This design comes from an exercise in tuning for small area, a short achievable clock period and few clock cycles on the open sky130 flow, not from production work. RTL that was checked went through simulation tests only; none was proved equivalent to the original. The clock port is modelled as an ideal driver, which makes a skipped or thinned clock tree look cheaper than it is; a real chip needs a root buffer or a tree. Power and IR drop assume default switching activity.

==> flow/design.v (excerpt) <==
module registers (
	input				axi_clk,
	input		[11:0]	h2f_axi_awid,
	input		[29:0]	h2f_axi_awaddr,
	input				h2f_axi_awvalid,
	output	reg			h2f_axi_awready,
	input		[31:0]	h2f_axi_wdata,
	input		[3:0]	h2f_axi_wstrb,
	input				h2f_axi_wlast,
	input				h2f_axi_wvalid,
	output	reg			h2f_axi_wready,
	output		[11:0]	h2f_axi_bid,
	output		[1:0]	h2f_axi_bresp,
	output	reg			h2f_axi_bvalid,
	input				h2f_axi_bready,
	input		[11:0]	h2f_axi_arid,
	input		[29:0]	h2f_axi_araddr,
	input		[3:0]	h2f_axi_arlen,
	input				h2f_axi_arvalid,
	output	reg			h2f_axi_arready,
	output		[11:0]	h2f_axi_rid,
	output	reg	[31:0]	h2f_axi_rdata,
	output		[1:0]	h2f_axi_rresp,
	output	reg			h2f_axi_rlast,
	output	reg			h2f_axi_rvalid,
	input				h2f_axi_rready,
	input		[31:0]	reg_fpga_rev,
	input				reg_sw1_4,
	input				reg_sw1_3,
	input				reg_sw1_2,
	input				reg_sw1_1,
	output	reg			reg_jp3_4,
	output	reg			reg_jp3_3,
	output	reg			reg_jp3_2,
	output	reg			reg_jp3_1,
	output	reg			reg_led_8,
	output	reg			reg_led_7,
	output	reg			reg_led_6,
	input				reg_led_5,
	output	reg	[20:1]	reg_jp5,
	output	reg	[6:1]	reg_jp4_rxn,
	output	reg	[6:1]	reg_jp4_rxp,
	output	reg	[6:1]	reg_jp4_txn,
	output	reg	[6:1]	reg_jp4_txp,
	input				axi_rst
);
Size in the first run: roughly 600 cells after synthesis, about 290 I/O pins.
clock: 4.0 ns
lec_check: 0
cap_margin: 20
core_area: 10 10 150 150
cts_buf_list: sky130_fd_sc_hd__clkbuf_8
cts_cluster_size: 40
die_area: 0 0 160 160
place_density: 0.5
setup_slack_margin: 2.2
slew_margin: 20
tns_end_percent: 20
standard.sh (not shown) runs the stock make flow with config.mk's settings and CLKGATE_MAP_FILE= SYNTH_SCRIPT=/design/flow/synth_recipe.tcl, a recipe that flattens the netlist after the stock synthesis.
==> flow/flow/run.sh <==
#!/bin/bash
set -euo pipefail
bash standard.sh 'BUFFER_PORTS_ARGS=-buffer_cell sky130_fd_sc_hd__buf_1' \
  'CTS_ARGS=-sink_clustering_enable -repair_clock_nets -buf_list sky130_fd_sc_hd__clkbuf_8 -sink_clustering_size 40 -dont_use_dummy_load' \
  finish > make.log 2>&1
Testbench counts at the start, summed over its fixed seeds: cycles 12,061.
Change:
ABC_AREA = 1   (was not set)
TNS_END_PERCENT = 5   (was 20)
What happened: Synthesized cell count increases by 14%. Core utilization went down by 3.2 points. Global-route usage fell by 1.1 points. Wire length came out lower by 8.7%. Power came out lower by 5.6%. Count of clock-buffer cells in the layout does not change. Cell count rose by 7.3%. Worst setup slack gains 0.11 ns.
Change:
CORE_AREA = 10 10 140 140   (was 10 10 150 150)
DIE_AREA = 0 0 150 150   (was 0 0 160 160)
TNS_END_PERCENT = 20   (was 5)
Utilization goes up by 7.0 points.
Count of clock-buffer cells in the layout stays the same.
Total power rises by a few percent.
Worst setup slack is worse by 0.0081 ns.
Maximum frequency goes down slightly.
Change:
CORE_AREA = 10 10 150 150   (was 10 10 140 140)
DIE_AREA = 0 0 160 160   (was 0 0 150 150)
PLACE_DENSITY = 0.4   (was 0.5)
Critical path depth drops by 4.
Flip-flop and latch count does not change.
Wire length grows by 6.0%.

========
== job 859 ==
registers, a different RTL version from the one above (not shown whole).
Size in the first run: ~490 cells after synthesis, about 5800 µm² of cells after synthesis.
clock: 4.0 ns
lec_check: 0
cap_margin: 20
core_area: 10 10 150 150
cts_buf_list: sky130_fd_sc_hd__clkbuf_8
cts_cluster_size: 40
die_area: 0 0 160 160
place_density: 0.5
setup_slack_margin: 2.3
slew_margin: 20
synth_hierarchical: 1
tns_end_percent: 20
Scripts as last shown in full above: flow/flow/run.sh
Testbench counts of job 859, summed over its fixed seeds: cycles 12,061.
The following lists how job 5169 was set up differently from job 859:
- SETUP_SLACK_MARGIN now 2.1, was 2.3
## What came out
- Job 5169: PASS, flow complete, no timing, DRC or antenna violations
- Cell area: job 5169 better than job 859
- Delta (job 5169 minus job 859): fraction of area in non-clock buffers shrank by 4.9 points; number of multi-input logic gates has decreased; first-pass GRT wire length shrank by 5.5%.
- Of job 859 and job 5169, job 5169 shows the higher count of TritonRoute iterations in the first routing pass, with job 859 below it.
--- input diff job 5169..job 9140 ---
- SETUP_SLACK_MARGIN now 2.25, was 2.1
Findings:
- Job 9140 consumes more power than job 5169 does.
- Length of the first detailed-routing pass in iterations: job 9140 vs job 5169 identical
- Job 9140 ends up with a total number of cells along the worst setup path that is 8 lower than in job 5169.
- As far as area after synthesis goes, job 5169 and job 9140 are indistinguishable; the numbers are identical.
- As far as die height goes, job 9140 and job 5169 are indistinguishable; the numbers are identical.
- [compare] base=job 5169 new=job 9140: sequential power share has decreased; area taken by flip-flops and latches has increased; design area has increased.
- Job 5169 has a higher switching power share of the total than job 9140.
- Slack of the critical path: job 9140 vs job 5169 up 0.069 ns
Input-level comparison between job 8534 and job 9140:
- ABC_AREA: unset -> 1
- SETUP_SLACK_MARGIN: 2.25 -> 2.2
There was hardly any difference in adder-cell share of the synthesized area between job 9140 and job 8534. NOTE internal power contribution job 9140->job 8534 decreased by a few percent. Higher number of different library cells in the post-synthesis netlist goes to job 9140 over job 8534. Job 9140 was smaller in final cell area than job 8534. Compared with job 9140, in job 8534 critical path arrival rose by 0.03 ns, met2 layer usage reported by global route shows an increase of 2.0 points, hold slack now larger.
[inputs] job 4072 vs job 8534
- a deleted ABC_AREA that had been 1
==> run notes <==
Taking job 8534 as the reference, in job 4072 combinational group share of total power lost 3.1 points; final-layout clock-cell area share saw an increase.
In the reports for job 4072 and job 8534, the smaller post-route worst hold slack belongs to job 4072.
Job 4072: synthesized-area fraction occupied by and/or/nand/nor cells is 15 points lower than what job 8534 reported.
Headroom to the max-slew limit delta (job 4072 − job 8534): favourable
Job 8534 and job 4072 ended up with roughly the same clock skew.
In the reports for job 4072 and job 8534, the larger minimum clock period belongs to job 8534.
Against job 8534, job 4072 reports a wire length per cell after detailed routing that is higher.
Looking at job 4072 and job 8534, the adder and majority gate portion of the synthesized area is a wash.
Relative to job 8534, sequential share of layout area has gone up in job 4072.

========
RTL: one of the versions met above, not the one the previous note started from.
For scale: ~130 flip-flops, roughly 290 I/O pins, roughly 6100 um2 of cells after synthesis.
==> flow/config.mk <==
export PLATFORM = sky130hd
export DESIGN_NAME = registers
export DESIGN_NICKNAME = registers
export VERILOG_FILES = /design/flow/design.v
export SDC_FILE = /design/flow/constraint.sdc
export NUM_CORES = 4
export LEC_CHECK = 0
export ABC_AREA = 1
export CAP_MARGIN = 20
export CORE_AREA = 10 10 150 150
export CTS_BUF_LIST = sky130_fd_sc_hd__clkbuf_8
export CTS_CLUSTER_SIZE = 40
export DIE_AREA = 0 0 160 160
export PLACE_DENSITY = 0.5
export SETUP_SLACK_MARGIN = 2.2
export SLEW_MARGIN = 20
export TNS_END_PERCENT = 20
==> flow/constraint.sdc <==
create_clock -name core_clock -period 4.0 [get_ports {axi_clk}]
set_input_delay 0.8000 -clock core_clock [delete_from_list [all_inputs] [get_ports {axi_clk}]]
set_output_delay 0.8000 -clock core_clock [all_outputs]
set_load 0.01 [all_outputs]
==> flow/flow/run.sh <==
#!/bin/bash
set -euo pipefail
bash standard.sh 'BUFFER_PORTS_ARGS=-buffer_cell sky130_fd_sc_hd__buf_1' \
  'CTS_ARGS=-sink_clustering_enable -repair_clock_nets -buf_list sky130_fd_sc_hd__clkbuf_8 -sink_clustering_size 30 -sink_clustering_max_diameter 80 -sink_clustering_levels 2 -dont_use_dummy_load' \
  finish > make.log 2>&1
Testbench counts at the start, summed over its fixed seeds: cycles 12,061.
Next try:
==> flow/flow/run.sh (replaced) <==
#!/bin/bash
set -euo pipefail
bash standard.sh 'BUFFER_PORTS_ARGS=-buffer_cell sky130_fd_sc_hd__buf_1' \
  'CTS_ARGS=-sink_clustering_enable -repair_clock_nets -buf_list sky130_fd_sc_hd__clkbuf_8 -sink_clustering_size 40 -dont_use_dummy_load' \
  finish > make.log 2>&1
--- a/flow/config.mk
+++ b/flow/config.mk
@@ -8,8 +8,8 @@
 export ABC_AREA = 1
 export CAP_MARGIN = 20
-export CORE_AREA = 10 10 150 150
+export CORE_AREA = 10 10 170 170
 export CTS_BUF_LIST = sky130_fd_sc_hd__clkbuf_8
 export CTS_CLUSTER_SIZE = 40
-export DIE_AREA = 0 0 160 160
+export DIE_AREA = 0 0 180 180
 export PLACE_DENSITY = 0.5
 export SETUP_SLACK_MARGIN = 2.2
Effect: Clock power increases by about 3.3%; design area rises by about 2.3%; via count goes up by 2.1%; sequential power barely changes; core utilization goes down by 8.3 points.
Next try:
--- a/flow/config.mk
+++ b/flow/config.mk
@@ -8,8 +8,10 @@
 export ABC_AREA = 1
 export CAP_MARGIN = 20
-export CORE_AREA = 10 10 170 170
+export CORE_AREA = 10 10 150 150
 export CTS_BUF_LIST = sky130_fd_sc_hd__clkbuf_8
 export CTS_CLUSTER_SIZE = 40
-export DIE_AREA = 0 0 180 180
+export DIE_AREA = 0 0 160 160
+export GPL_ROUTABILITY_DRIVEN = 0
+export GPL_TIMING_DRIVEN = 0
 export PLACE_DENSITY = 0.5
 export SETUP_SLACK_MARGIN = 2.2
Effect:
- The new run passed the timing, DRC and antenna checks
- cell count is lower by 3.1%
- wire length is lower by 4.7%
- synthesized cell count is unchanged
- power is about the same
- setup slack is worse by 0.089 ns
- final area is higher by 2.2%
- register-to-register slack is better by 0.07 ns
- area after synthesis is unchanged
- global-route usage is higher by 3.1 points
Next try:
==> flow/flow/run.sh (replaced) <==
#!/bin/bash
set -euo pipefail
bash standard.sh 'BUFFER_PORTS_ARGS=-buffer_cell sky130_fd_sc_hd__buf_1' \
  'CTS_ARGS=-sink_clustering_enable -repair_clock_nets -buf_list sky130_fd_sc_hd__clkbuf_8 -sink_clustering_size 40 -dont_use_dummy_load' \
  MATCH_CELL_FOOTPRINT=0 finish > make.log 2>&1
--- a/flow/config.mk
+++ b/flow/config.mk
@@ -12,6 +12,4 @@
 export CTS_CLUSTER_SIZE = 40
 export DIE_AREA = 0 0 160 160
-export GPL_ROUTABILITY_DRIVEN = 0
-export GPL_TIMING_DRIVEN = 0
 export PLACE_DENSITY = 0.5
 export SETUP_SLACK_MARGIN = 2.2
=> The new run went through all stages and came out clean; utilization came out lower by 1.8 points; via count decreases by 1.9%; cell count fell by 3.0%.
Next try:
==> flow/flow/run.sh (replaced) <==
#!/bin/bash
set -euo pipefail
bash standard.sh 'BUFFER_PORTS_ARGS=-buffer_cell sky130_fd_sc_hd__buf_1' \
  'CTS_ARGS=-sink_clustering_enable -repair_clock_nets -buf_list sky130_fd_sc_hd__clkbuf_8 -sink_clustering_size 40 -dont_use_dummy_load' \
  finish > make.log 2>&1
--- a/flow/config.mk
+++ b/flow/config.mk
@@ -15,3 +15,3 @@
 export SETUP_SLACK_MARGIN = 2.2
 export SLEW_MARGIN = 20
-export TNS_END_PERCENT = 20
+export TNS_END_PERCENT = 50
Effect:
- power goes up by 0.86%
- final cell count barely changes
- wire length barely changes
- non-clock buffer count goes up by 3

========
## run X
Another version of the RTL of registers (not shown whole).
For scale: roughly 490 cells after synthesis, roughly 130 flip-flops, ~290 I/O pins, ~5700 sq um of cells after synthesis.
Settings: LEC_CHECK=0, CAP_MARGIN=20, CORE_AREA=10 10 150 150, CTS_BUF_LIST=sky130_fd_sc_hd__clkbuf_8, CTS_CLUSTER_SIZE=40, DIE_AREA=0 0 160 160, PLACE_DENSITY=0.5, SETUP_SLACK_MARGIN=2.2, SLEW_MARGIN=20, SYNTH_HIERARCHICAL=1, TNS_END_PERCENT=20; clock period 4.0 ns.
==> flow/flow/run.sh <==
#!/bin/bash
set -euo pipefail
bash standard.sh 'BUFFER_PORTS_ARGS=-buffer_cell sky130_fd_sc_hd__buf_1' \
  "PRE_CTS_TCL=$PWD/flow/manual_tree.tcl" \
  finish > make.log 2>&1
==> flow/flow/manual_tree.tcl <==
# Clock tree built by hand, in levels: the clock sinks are split into groups by
# location (k-means) and each group is driven by one clock buffer at its centre;
# the buffers' inputs are grouped again for the next level; the clock port drives
# the top level.
proc kmeans_groups {items K} {
  set n [llength $items]
  set sorted [lsort -real -index 1 $items]
  set cx {}; set cy {}
  for {set k 0} {$k < $K} {incr k} {
    set s [lindex $sorted [expr {int(($k + 0.5) * $n / $K)}]]
    lappend cx [lindex $s 1]; lappend cy [lindex $s 2]
  }
  for {set iter 0} {$iter < 100} {incr iter} {
    set sx [lrepeat $K 0.0]; set sy [lrepeat $K 0.0]; set sc [lrepeat $K 0]
    set assign {}
    foreach s $items {
      set best 0; set bd 1e30
      for {set k 0} {$k < $K} {incr k} {
        set d [expr {abs([lindex $s 1] - [lindex $cx $k]) + abs([lindex $s 2] - [lindex $cy $k])}]
        if {$d < $bd} { set bd $d; set best $k }
      }
      lappend assign $best
      lset sx $best [expr {[lindex $sx $best] + [lindex $s 1]}]
      lset sy $best [expr {[lindex $sy $best] + [lindex $s 2]}]
      lset sc $best [expr {[lindex $sc $best] + 1}]
    }
    for {set k 0} {$k < $K} {incr k} {
      if {[lindex $sc $k] > 0} {
        lset cx $k [expr {[lindex $sx $k] / [lindex $sc $k]}]
        lset cy $k [expr {[lindex $sy $k] / [lindex $sc $k]}]
      }
    }
  }
  return [list $assign $cx $cy $sc]
}

# items: list of {iterm x y}; drives each group from a new buffer; returns the buffers' inputs
proc drive_groups {items K cell prefix} {
  set block [ord::get_db_block]
  lassign [kmeans_groups $items $K] assign cx cy sc
  set master [[ord::get_db] findMaster $cell]
  set out {}
  for {set k 0} {$k < $K} {incr k} {
    if {[lindex $sc $k] == 0} { continue }
    set inst [odb::dbInst_create $block $master "${prefix}_$k"]
    $inst setLocation [expr {int([lindex $cx $k])}] [expr {int([lindex $cy $k])}]
    $inst setPlacementStatus PLACED
    set cn [odb::dbNet_create $block "${prefix}_net_$k"]
    $cn setSigType CLOCK
    [$inst findITerm X] connect $cn
    set net($k) $cn
    lappend out [list [$inst findITerm A] [lindex $cx $k] [lindex $cy $k]]
  }
  set i 0
  foreach s $items {
    set it [lindex $s 0]
    $it disconnect
    $it connect $net([lindex $assign $i])
    incr i
  }
  puts "clock level $prefix: [llength $out] x $cell, group sizes $sc"
  return $out
}

proc manual_clock_tree2 {levels} {
  set block [ord::get_db_block]
  set clk [$block findNet axi_clk]
  set items {}
  foreach it [$clk getITerms] {
    set bb [[$it getInst] getBBox]
    lappend items [list $it [expr {([$bb xMin] + [$bb xMax]) / 2.0}] [expr {([$bb yMin] + [$bb yMax]) / 2.0}]]
  }
  set l 0
  foreach {K cell} $levels {
    set items [drive_groups $items $K $cell clkman$l]
    incr l
  }
  foreach s $items { [lindex $s 0] connect $clk }
}

# Used as PRE_CTS_TCL: build the tree by hand (8 leaf clkbuf_16 under 2 clkbuf_16 fed
# by the clock port), then make the CTS call in cts.tcl a no-op so the rest of the
# step (placement legalisation, timing repair, outputs) runs as usual.
manual_clock_tree2 {8 sky130_fd_sc_hd__clkbuf_16 2 sky130_fd_sc_hd__clkbuf_16}
proc clock_tree_synthesis {args} { puts "clock tree built by hand; clock_tree_synthesis skipped" }
Modified inputs, run H compared to run X
--- a/flow/flow/manual_tree.tcl
+++ b/flow/flow/manual_tree.tcl
@@ -81 +81 @@
-# Used as PRE_CTS_TCL: build the tree by hand (8 leaf clkbuf_16 under 2 clkbuf_16 fed
+# Used as PRE_CTS_TCL: build the tree by hand (12 leaf clkbuf_8 under 3 clkbuf_16 fed
@@ -84 +84 @@
-manual_clock_tree2 {8 sky130_fd_sc_hd__clkbuf_16 2 sky130_fd_sc_hd__clkbuf_16}
+manual_clock_tree2 {12 sky130_fd_sc_hd__clkbuf_8 3 sky130_fd_sc_hd__clkbuf_16}
There was hardly any difference in filler cell count in the final layout between run X and run H. Run H vs run X, maximum net fanout on the critical path went up by 4. Summary of run H over run X: cell leakage power now sits higher, share of the cycle needed by the critical path after routing shows an increase of 0.67 points, share of the core filled with cells in the final layout saw little to no change. Compared with run X, in run H worst hold slack fell 0.019 ns, depth of the critical timing path with buffers and inverters included rose 7, switching power as a share of total power rose 0.15 points.
No functional check of the RTL was part of any run of this note. No run of this note takes its clock network from TritonCTS; it comes from the design's own scripts or RTL.

## port drivers added, routing unchanged
In the flow no input, the clock included, has a driving cell. The finished layouts below were timed again as built, in two steps. Step 1 assumes that a clkbuf_16 drives the clock port and a buf_2 every other input. Step 2, shift: input delay + t, output delay - t, t = (earliest + latest rising clock arrival at the registers) / 2. This alone moves slack from input paths to output paths. Slacks: ideal ports / drivers / drivers and shift; pairs: ideal ports / drivers.
run | shift t [ns] | setup WS [ns] | worst hold slack (ns) | worst setup path after step 2 | latest minus earliest clock arrival (ns)
the first run of note 1 | 0.475 | 2.016 / 2.013 / 1.538 | 0.465 / 0.465 / 0.465 | input to register | 0.026 / 0.026
the second run of note 1 | 0.470 | 2.128 / 2.114 / 1.645 | 0.487 / 0.487 / 0.487 | input to register | 0.027 / 0.027
the third run of note 1 | 0.470 | 2.120 / 2.131 / 1.661 | 0.471 / 0.471 / 0.471 | input to register | 0.030 / 0.030
the fourth run of note 1 | 0.464 | 2.171 / 2.132 / 1.761 | 0.481 / 0.481 / 0.481 | input to register | 0.030 / 0.030
job 859 | 0.454 | 2.193 / 2.157 / 1.772 | 0.459 / 0.459 / 0.459 | input to register | 0.024 / 0.024
job 5169 | 0.463 | 2.091 / 2.094 / 1.631 | 0.459 / 0.459 / 0.459 | input to register | 0.033 / 0.034
job 9140 | 0.462 | 2.160 / 2.121 / 1.717 | 0.459 / 0.459 / 0.459 | input to register | 0.032 / 0.032
job 8534 | 0.465 | 2.135 / 2.097 / 1.788 | 0.485 / 0.485 / 0.485 | input to register | 0.037 / 0.037
job 4072 | 0.460 | 2.156 / 2.121 / 1.721 | 0.459 / 0.459 / 0.459 | input to register | 0.034 / 0.033
the first run of note 3 | 0.459 | 2.167 / 2.128 / 1.736 | 0.479 / 0.479 / 0.479 | input to register | 0.033 / 0.034
the second run of note 3 | 0.471 | 2.165 / 2.128 / 1.729 | 0.449 / 0.449 / 0.449 | input to register | 0.032 / 0.032
the third run of note 3 | 0.467 | 2.076 / 2.036 / 1.741 | 0.479 / 0.479 / 0.479 | input to register | 0.032 / 0.033
the fourth run of note 3 | 0.459 | 2.167 / 2.128 / 1.736 | 0.479 / 0.479 / 0.479 | input to register | 0.033 / 0.034
the fifth run of note 3 | 0.460 | 2.163 / 2.124 / 1.800 | 0.483 / 0.483 / 0.483 | input to register | 0.033 / 0.032
run X | 0.363 | 2.197 / 2.142 / 1.866 | 0.467 / 0.467 / 0.467 | input to register | 0.059 / 0.059
run H | 0.365 | 2.170 / 2.106 / 1.834 | 0.448 / 0.448 / 0.448 | input to register | 0.080 / 0.080
After both steps every run listed still meets setup and hold. The setup slack of the second run of note 1, which loses most, moves by -0.014 ns with the drivers and by -0.483 ns with both steps.
